This design comes from an exercise in tuning for small area on the open sky130 flow, not from production work. Only simulation tests tie the RTL to the original design; equivalence was not proved. In this run the design's own scripts or RTL, not TritonCTS, make the clock network. The flow treats the clock pin as an ideal source. Dropping or thinning the clock tree relies on that and would not hold on a real chip. No activity file was given, so power comes from the tool's default toggle rates.

**flow/flow/run.sh**
```bash
#!/bin/bash
# Own layout flow: the standard synthesis, then the combinational logic
# between the (unchanged) registers is re-mapped by ABC for area, then the
# standard ORFS layout with small port buffers and a lean clock tree.
# Each tool's output goes to its own log file in the work folder.
set -euo pipefail
W=$PWD
F=$W/flow
R=$W/orfs/results/$FLOW_PLATFORM/top/base
YOSYS=$(command -v yosys || echo "$FLOW_HOME/../tools/install/yosys/bin/yosys")
LIB=$FLOW_HOME/platforms/$FLOW_PLATFORM/lib/sky130_fd_sc_hd__tt_025C_1v80.lib

bash standard.sh synth > $W/log_1_synth.log 2>&1
cp $R/1_2_yosys.v $W/synth_standard.v

# 2. re-map the logic between the registers: one Yosys/ABC run per line of
# flow/remap_scripts.txt, in parallel; the smallest netlist is kept.
i=0
while IFS= read -r scr; do
  [ -n "$scr" ] || continue
  i=$((i+1)); D=$W/remap_$i; mkdir -p $D
  printf '%s\n' "$scr" > $D/s.abc
  sed -e "s|@LIB@|$LIB|g" -e "s|@IN@|$W/synth_standard.v|g" -e "s|@OUT@|$D/out.v|g" \
      -e "s|@ABC@|$D/s.abc|g" -e "s|@STAT@|$D/stat.txt|g" $F/remap.ys > $D/remap.ys
  ( cd $D && $YOSYS -s $D/remap.ys > $W/log_2_remap_$i.log 2>&1 || true ) &
done < $F/remap_scripts.txt
wait
best=""; barea=""
for D in $W/remap_*; do
  [ -s $D/out.v ] && [ -s $D/stat.txt ] || continue
  # same registers as the standard synthesis
  [ "$(grep -c 'sky130_fd_sc_hd__df' $D/out.v)" = "$(grep -c 'sky130_fd_sc_hd__df' $W/synth_standard.v)" ] || continue
  a=$(awk '/Chip area/ {print $NF}' $D/stat.txt)
  if [ -z "$best" ] || awk -v a=$a -v b=$barea 'BEGIN{exit !(a<b)}'; then best=$D; barea=$a; fi
done
test -n "$best"
echo "kept $best area $barea" > $W/remap_choice.txt
cp $best/out.v $W/synth_remap.v
cp $best/stat.txt $W/remap_stat.txt
cp $W/synth_remap.v $R/1_2_yosys.v
rm -f $R/1_synth.odb $R/1_synth.sdc

# 3. layout; the clock tree is built by flow/clktree.tcl
export CLK_NLEAF=${CLK_NLEAF:-3} CLK_LEAF=${CLK_LEAF:-sky130_fd_sc_hd__clkbuf_16} CLK_ROOT=${CLK_ROOT:-none}
bash standard.sh finish \
  "BUFFER_PORTS_ARGS=-buffer_cell sky130_fd_sc_hd__buf_1" \
  "PRE_CTS_TCL=$F/clktree.tcl" \
  > $W/log_3_layout.log 2>&1
test -f $W/out/final.def
```
**flow/flow/clktree.tcl**
```tcl
# Hook sourced before CTS: build a one-level clock tree by hand. The clock
# port drives one root buffer (or, with CLK_ROOT none, the leaves directly);
# the root drives NLEAF leaf buffers, each
# feeding the flip-flops nearest to it. Then CTS itself is skipped.
set ctree_nleaf [expr {[info exists ::env(CLK_NLEAF)] ? $::env(CLK_NLEAF) : 2}]
set ctree_leaf  [expr {[info exists ::env(CLK_LEAF)] ? $::env(CLK_LEAF) : "sky130_fd_sc_hd__clkbuf_8"}]
set ctree_root  [expr {[info exists ::env(CLK_ROOT)] ? $::env(CLK_ROOT) : "sky130_fd_sc_hd__clkbuf_4"}]

proc ctree_build {nleaf leafcell rootcell} {
  set db [ord::get_db]
  set block [ord::get_db_block]
  set clk [$block findNet clk]
  set sinks {}
  foreach it [$clk getITerms] {
    lappend sinks $it
  }
  # sort sinks by x, split into nleaf groups of equal size
  set pts {}
  foreach it $sinks {
    set b [[$it getInst] getBBox]
    lappend pts [list [expr {([$b xMin] + [$b xMax]) / 2}] [expr {([$b yMin] + [$b yMax]) / 2}] $it]
  }
  set pts [lsort -integer -index 0 $pts]
  set n [llength $pts]
  set rootm [$db findMaster $rootcell]
  set leafm [$db findMaster $leafcell]
  set sx 0; set sy 0
  foreach p $pts { incr sx [lindex $p 0]; incr sy [lindex $p 1] }
  # nleaf = cols * rows: split by x into columns, then each column by y
  set cols [expr {int(ceil(sqrt($nleaf)))}]
  while {$nleaf % $cols != 0} { incr cols -1 }
  set rows [expr {$nleaf / $cols}]
  set groups {}
  for {set c 0} {$c < $cols} {incr c} {
    set lo [expr {$c * $n / $cols}]
    set hi [expr {($c + 1) * $n / $cols - 1}]
    set col [lsort -integer -index 1 [lrange $pts $lo $hi]]
    set m [llength $col]
    for {set r 0} {$r < $rows} {incr r} {
      set lo2 [expr {$r * $m / $rows}]
      set hi2 [expr {($r + 1) * $m / $rows - 1}]
      lappend groups [lrange $col $lo2 $hi2]
    }
  }
  set leafin $clk
  if {$nleaf > 1 && $rootcell ne "none"} {
    set root [odb::dbInst_create $block $rootm "clkroot_0"]
    set rnet [odb::dbNet_create $block "clknet_root"]
    $rnet setSigType CLOCK
    [$root findITerm A] connect $clk
    [$root findITerm X] connect $rnet
    $root setLocation [expr {$sx / $n}] [expr {$sy / $n}]
    $root setPlacementStatus PLACED
    set leafin $rnet
  }
  set g 0
  foreach grp $groups {
    set lx 0; set ly 0
    foreach p $grp { incr lx [lindex $p 0]; incr ly [lindex $p 1] }
    set m [llength $grp]
    set leaf [odb::dbInst_create $block $leafm "clkleaf_$g"]
    set lnet [odb::dbNet_create $block "clknet_leaf_$g"]
    $lnet setSigType CLOCK
    [$leaf findITerm A] connect $leafin
    [$leaf findITerm X] connect $lnet
    $leaf setLocation [expr {$lx / $m}] [expr {$ly / $m}]
    $leaf setPlacementStatus PLACED
    foreach p $grp {
      set it [lindex $p 2]
      $it disconnect
      $it connect $lnet
    }
    incr g
  }
}
ctree_build $ctree_nleaf $ctree_leaf $ctree_root
detailed_placement
proc clock_tree_synthesis {args} { puts "clock_tree_synthesis skipped: clock tree built by hand" }
```
**flow/flow/remap.ys**
```
read_liberty -ignore_miss_func @LIB@
read_verilog @IN@
hierarchy -top top
blackbox sky130_fd_sc_hd__df*
flatten
opt_clean
opt -purge
abc -liberty @LIB@ -dont_use sky130_fd_sc_hd__lpflow_* -dont_use sky130_fd_sc_hd__probe* -script @ABC@
opt_clean -purge
setundef -zero
hilomap -singleton -hicell sky130_fd_sc_hd__conb_1 HI -locell sky130_fd_sc_hd__conb_1 LO
insbuf -buf sky130_fd_sc_hd__buf_1 A X
splitnets
opt_clean -purge
tee -o @STAT@ stat -liberty @LIB@
write_verilog -noattr -nohex -nodec @OUT@
```
**flow/flow/remap_scripts.txt**
```
strash; &get -n; &deepsyn -T 40; &dch -f; &nf -R 1000 -a; &put
strash; &get -n; &deepsyn -T 40 -S 5; &dch -f; &nf -R 1000 -a; &put
strash; &get -n; &deepsyn -T 40; &put; dch -f; amap
strash; &get -n; &deepsyn -T 40 -S 9; &put; dch -f; &get -n; &nf -R 2000 -a -F 20 -A 20; &put
```
**flow/standard.sh**
```bash
#!/bin/bash
# synth_recipe.tcl (not shown) runs the flow's synth.tcl, then flattens the netlist and writes it again
# the make line also repeats each setting of config.mk as NAME=value (left out here)
make -C /OpenROAD-flow-scripts/flow DESIGN_CONFIG=/design/flow/config.mk WORK_HOME=/design/flow/orfs CLKGATE_MAP_FILE= SYNTH_SCRIPT=/design/flow/synth_recipe.tcl "${@:-finish}"
```
**flow/config.mk**
```make
export PLATFORM = sky130hd
export DESIGN_NAME = top
export DESIGN_NICKNAME = top
export VERILOG_FILES = /design/flow/design.v
export SDC_FILE = /design/flow/constraint.sdc
export NUM_CORES = 4
export LEC_CHECK = 0
export CAP_MARGIN = 20
export CORE_MARGIN = 2
export CORE_UTILIZATION = 70
export PLACE_DENSITY = 0.85
export SLEW_MARGIN = 20
```
**flow/constraint.sdc**
```tcl
create_clock -name core_clock -period 5.0 [get_ports {clk}]
set_input_delay 1.0000 -clock core_clock [delete_from_list [all_inputs] [get_ports {clk}]]
set_output_delay 1.0000 -clock core_clock [all_outputs]
set_load 0.01 [all_outputs]
```
**flow/design.v**
```verilog
module top (
  input clk,
  input rst,
  input echo,
  input sw1,
  input sw2,
  output trig,
  output led3,
  output led5,
  output led7,
  output led2,
  output led1,
  output led4,
  output led6,
  output led8,
  output led9,
  output pwm,
  output sonido
);
  localparam [18:0] C1_POL  = 19'h2aaaa;
  localparam [18:0] C1_SEED = 19'h71c3e;      
  localparam [18:0] C1_T    = 19'h2aaaa;      
  reg  [18:0] c1s;
  wire [18:0] c1 = c1s ^ C1_POL;
  reg         trig_r;
  wire        c1_end = ((c1s & 19'h7fffd) == 19'd0);    
  wire        c1_ld  = rst | c1_end;
  wire [18:0] c1_nx  = c1_ld ? C1_SEED : {c1[17:0], ~(c1[18] ^ c1[5])};
  always @(posedge clk) begin
    c1s    <= c1_nx ^ C1_POL;
    trig_r <= ~c1_ld;
  end
  assign trig = trig_r;
  localparam [19:0] C2_POL   = 20'haaaaa;
  localparam [19:0] C2_SEED  = 20'h60129;
  localparam [19:0] C2_1000  = 20'hb2752;
  localparam [19:0] C2_20000 = 20'ha4742;
  localparam [19:0] C2_45000 = 20'h94742;
  reg  [19:0] c2s;
  wire [19:0] c2 = c2s ^ C2_POL;
  wire        c2_fb = c2[19] ^ c2[16] ^ (c2[18:0] == 19'd0);
  wire [19:0] c2_nx = (rst | ~echo) ? C2_SEED : {c2[18:0], c2_fb};
  always @(posedge clk)
    c2s <= c2_nx ^ C2_POL;
  wire ev_c = echo & (c2 == C2_1000);
  wire ev_b = echo & (c2 == C2_20000);
  wire ev_a = echo & (c2 == C2_45000);
  reg [1:0] ls;
  always @(posedge clk) begin
    if (rst)
      ls <= 2'b11;
    else if (ev_a | ev_b | ev_c)
      ls <= {ev_c, ev_b};
  end
  wire la = |ls;
  wire lb = ~(~ls[1] & ls[0]);
  wire lc = ~(ls[1] & ~ls[0]);
  assign led1 = la; assign led2 = la; assign led3 = la;
  assign led4 = lb; assign led5 = lb; assign led6 = lb;
  assign led7 = lc; assign led8 = lc; assign led9 = lc; assign sonido = lc;
  localparam [6:0] L0 = 7'h71, L20 = 7'h52, L30 = 7'h4e, L69 = 7'h3f;
  localparam [6:0]  L_POL  = 7'h00;
  localparam [17:0] HB_POL = 18'h3ffff;
  reg  [6:0]  lcs;      
  reg  [17:0] hbs;      
  wire [6:0]  lc7 = lcs ^ L_POL;
  wire [17:0] hb  = hbs ^ HB_POL;
  wire        l_end  = ((lc7 & 7'h2e) == (L69 & 7'h2e));
  wire        p_end  = ((lc7 & 7'h4e) == (L30 & 7'h4e)) & hb[17] & hb[13] & hb[11] & hb[10] & hb[9] & hb[3] & hb[0];
  wire        p_ld   = rst | p_end;
  wire [6:0]  lc_nx  = p_ld ? L20 : l_end ? L0 : {lc7[5:0], ~(lc7[6] ^ lc7[5])};
  wire [17:0] hb_nx  = p_ld ? 18'd0 : hb + {17'd0, l_end};
  always @(posedge clk) begin
    lcs <= lc_nx ^ L_POL;
    hbs <= hb_nx ^ HB_POL;
  end
  localparam [10:0] KD_POL  = 11'h000;
  localparam [14:0] SUB_T = 15'h023c;
  reg [10:0] kds;
  reg [14:0] sub;
  wire [10:0] kd  = kds ^ KD_POL;
  wire sub_end = ((sub & 15'h7df6) == (SUB_T & 15'h7df6));
  wire kd_end  = kd[10] & kd[9] & kd[7] & kd[5] & kd[4] & kd[1];      
  wire step    = sw1 & sub_end & ~kd_end;
  always @(posedge clk) begin
    if (rst | sw2 | step)
      sub <= 15'd0;
    else if (sw1 & ~sub_end)
      sub <= {sub[13:0], ~(sub[14] ^ sub[0])};
    if (rst | sw2)
      kds <= 11'd286 ^ KD_POL;
    else if (step)
      kds <= (kd + 11'd1) ^ KD_POL;
  end
  reg pwm_r;
  always @(posedge clk)
    pwm_r <= ~rst & (hb[17:11] == 7'd0) & (hb[10:0] < kd);
  assign pwm = pwm_r;
endmodule
```
==> run notes <==
power groups by stage:
stage / combinational, mW / sequential (mW) / clock (mW)
2_1_floorplan: 0.0238 / 0.792 / 0
3_3_place_gp: 0.0335 / 0.794 / 0
3_5_place_dp: 0.0349 / 0.795 / 0
4_1_cts: 0.0351 / 0.795 / 0.223
5_1_grt: 0.0401 / 0.780 / 0.318
6_report: 0.0349 / 0.778 / 0.287
worst paths after layout:
path | from | end | slack [ns]
setup reg to reg | lcs[1]$_SDFF_PP1_ | hbs[17]$_DFF_P_ | 0.62
setup / recovery | lcs[1]$_SDFF_PP1_ | hbs[17]$_DFF_P_ | 0.62
hold / removal | c1s[1]$_DFF_P_ | c1s[2]$_SDFF_PP1_ | 0.39
hold reg to reg | c1s[1]$_DFF_P_ | c1s[2]$_SDFF_PP1_ | 0.39
worst max-delay path: stages (launching register included):
cell	delay, ns
dfxtp_1	0.34
and3_1	0.23
nand2_1	0.15
or3_1	0.40
or3_1	0.36
or2_0	0.28
or3_1	0.38
or3_1	0.36
or3_1	0.35
or2_0	0.27
or3_1	0.37
or3_1	0.37
nor2_1	0.19
xnor2_1	0.15
nand2_1	0.08
stage by stage:
step,cell area (um^2),cells,hold slack (ns),setup WS [ns]
after global routing,3320,391,0.405,0.310
final,3320,391,0.385,0.625
after floorplan,3140,326,0.343,0.931
after detailed placement,3240,388,0.366,0.721
after global placement,3240,388,0.352,0.830
after CTS,3320,391,0.364,0.637
final cells by class:
class	instances	share of cell area [%]
plain buffers	3	2.26
well taps	52	1.96
flip-flops and latches	94	56.7
multi-input cells	222	36.7
repair buffers	17	2.04
inverters	3	0.339
per-layer routing:
layer	track usage [%]	share of wire, %
met3	0.855	2.4
met1	32.2	48
met4	2.52	1.2
met5	0	0
met2	38.0	48
flip-flops by register name, indices dropped and copies added (netlist names):
register,flops
c2s,20
lcs,7
c1s,19
sub,15
trig_r,1
kds,11
ls,2
pwm_r,1
hbs,18
==> results.ini <==
[finish]
layout-drive-gt1-share_pct=1.18
utilization_pct=76.7
seq_area_mm2=0.00188
fin_nets=346
layout_commonest_cell=dfxtp_1
multiInputGateArea_mm2=0.00122
final_cell_mix=dfxtp_1, nand2_1, nor2_1
nFillCells=313
diodes=0
area.growth.synth_to_final_pct=5.79

[logic_synthesis]
synth_cells=326
synth_nets=331
synthesis.area_mm2=0.00314
avgSynthCellArea_um2=9.62
synth_warnings=1

[timing]
min_period_ns=4.38
rsz0062_at_grt=no
fin_skew_ns=0.00496
max_slew_margin_pct=34.0
maxSlewViolCount=0
fmax_ghz=0.229
worst_pin_slew_ns=0.980
setup_viol=0
period_share_pct=87.5
hold_violations=0
finalSetupTns_ns=0

[pwr]
clock_power_share_pct=26.1
power_mw=1.10
p_sw_mw=0.210
seqPwrFrac_pct=70.7
peakVddDrop_v=0.000205
sw_frac_of_total_pct=19.0
intPower_mw=0.891
p_leak_nw=1.27
pwr-share-comb_pct=3.2
power_density_mw_per_mm2=332

[floorplanning]
core_mm2=0.00432
boundaryPins=17
die_h_um=70.9
die-area_mm2=0.00503
die_w_um=70.9
rows=24
start_util_pct=72.5

[drt]
dr.pass1.iters=4
wl_per_cell_um=14.1
routed_via_density=5.81
vias=2271
routed_wl_um=5520
ant_nets=0
route.detailed.drc=0
drt_iter0_markers=68

[grt]
grt_pass1_wl_um=9320
antenna_found_initial=0
groute.usage.overall_pct=22.0
first_global_vias=2066
grt_overflow=0
grt_max_degree=33

[outcome]
outcome=timing/DRC/antenna clean

[clock_network]
cts_resized=0
cts_hold_buffers=0
clock_latency_ns=0.17
clkTransAtPathRegs_ns=0.11
post_cts_buffers=0

[worst_setup_path]
reg2regPathDepth=14
cp.arrival_ns=4.44
required_ns=5.07
start_kind=register
worst_setup_path_end_kind=register
worstPathMaxFanout=6
critical_path_class=reg2reg

[hold_path]
whs_path_depth=1
hp-class=reg2reg

[placement]
portBuffers=16
place.gp.congestion=0.800
dp_hpwl_um=3990

[run]
maxCapViolations=0

static timing again, ports no longer ideal:
No port has a modelled driver above. Below, the same layout with a new extraction and two added sets of constraints. Step 1 (the two cells are an assumption about what drives the block):
set clk [get_ports {clk}]
set_driving_cell -lib_cell sky130_fd_sc_hd__clkbuf_16 $clk
set_driving_cell -lib_cell sky130_fd_sc_hd__buf_2 [delete_from_list [all_inputs] $clk]
Step 2, shift: input delay + t, output delay - t, t = (earliest + latest rising clock arrival at the registers) / 2. This alone moves slack from input paths to output paths. Slacks: ideal ports / drivers / drivers and shift; pairs: ideal ports / drivers.
shift t [ns]: 0.222
slack for setup (ns): 0.625 / 0.625 / 0.625
worst setup path after step 2: register to register
worst slew at a driven data input, ns: 0.03
After both steps this run still meets setup and hold. The setup slack of this run moves by 0.000 ns with the drivers and by 0.000 ns with both steps.
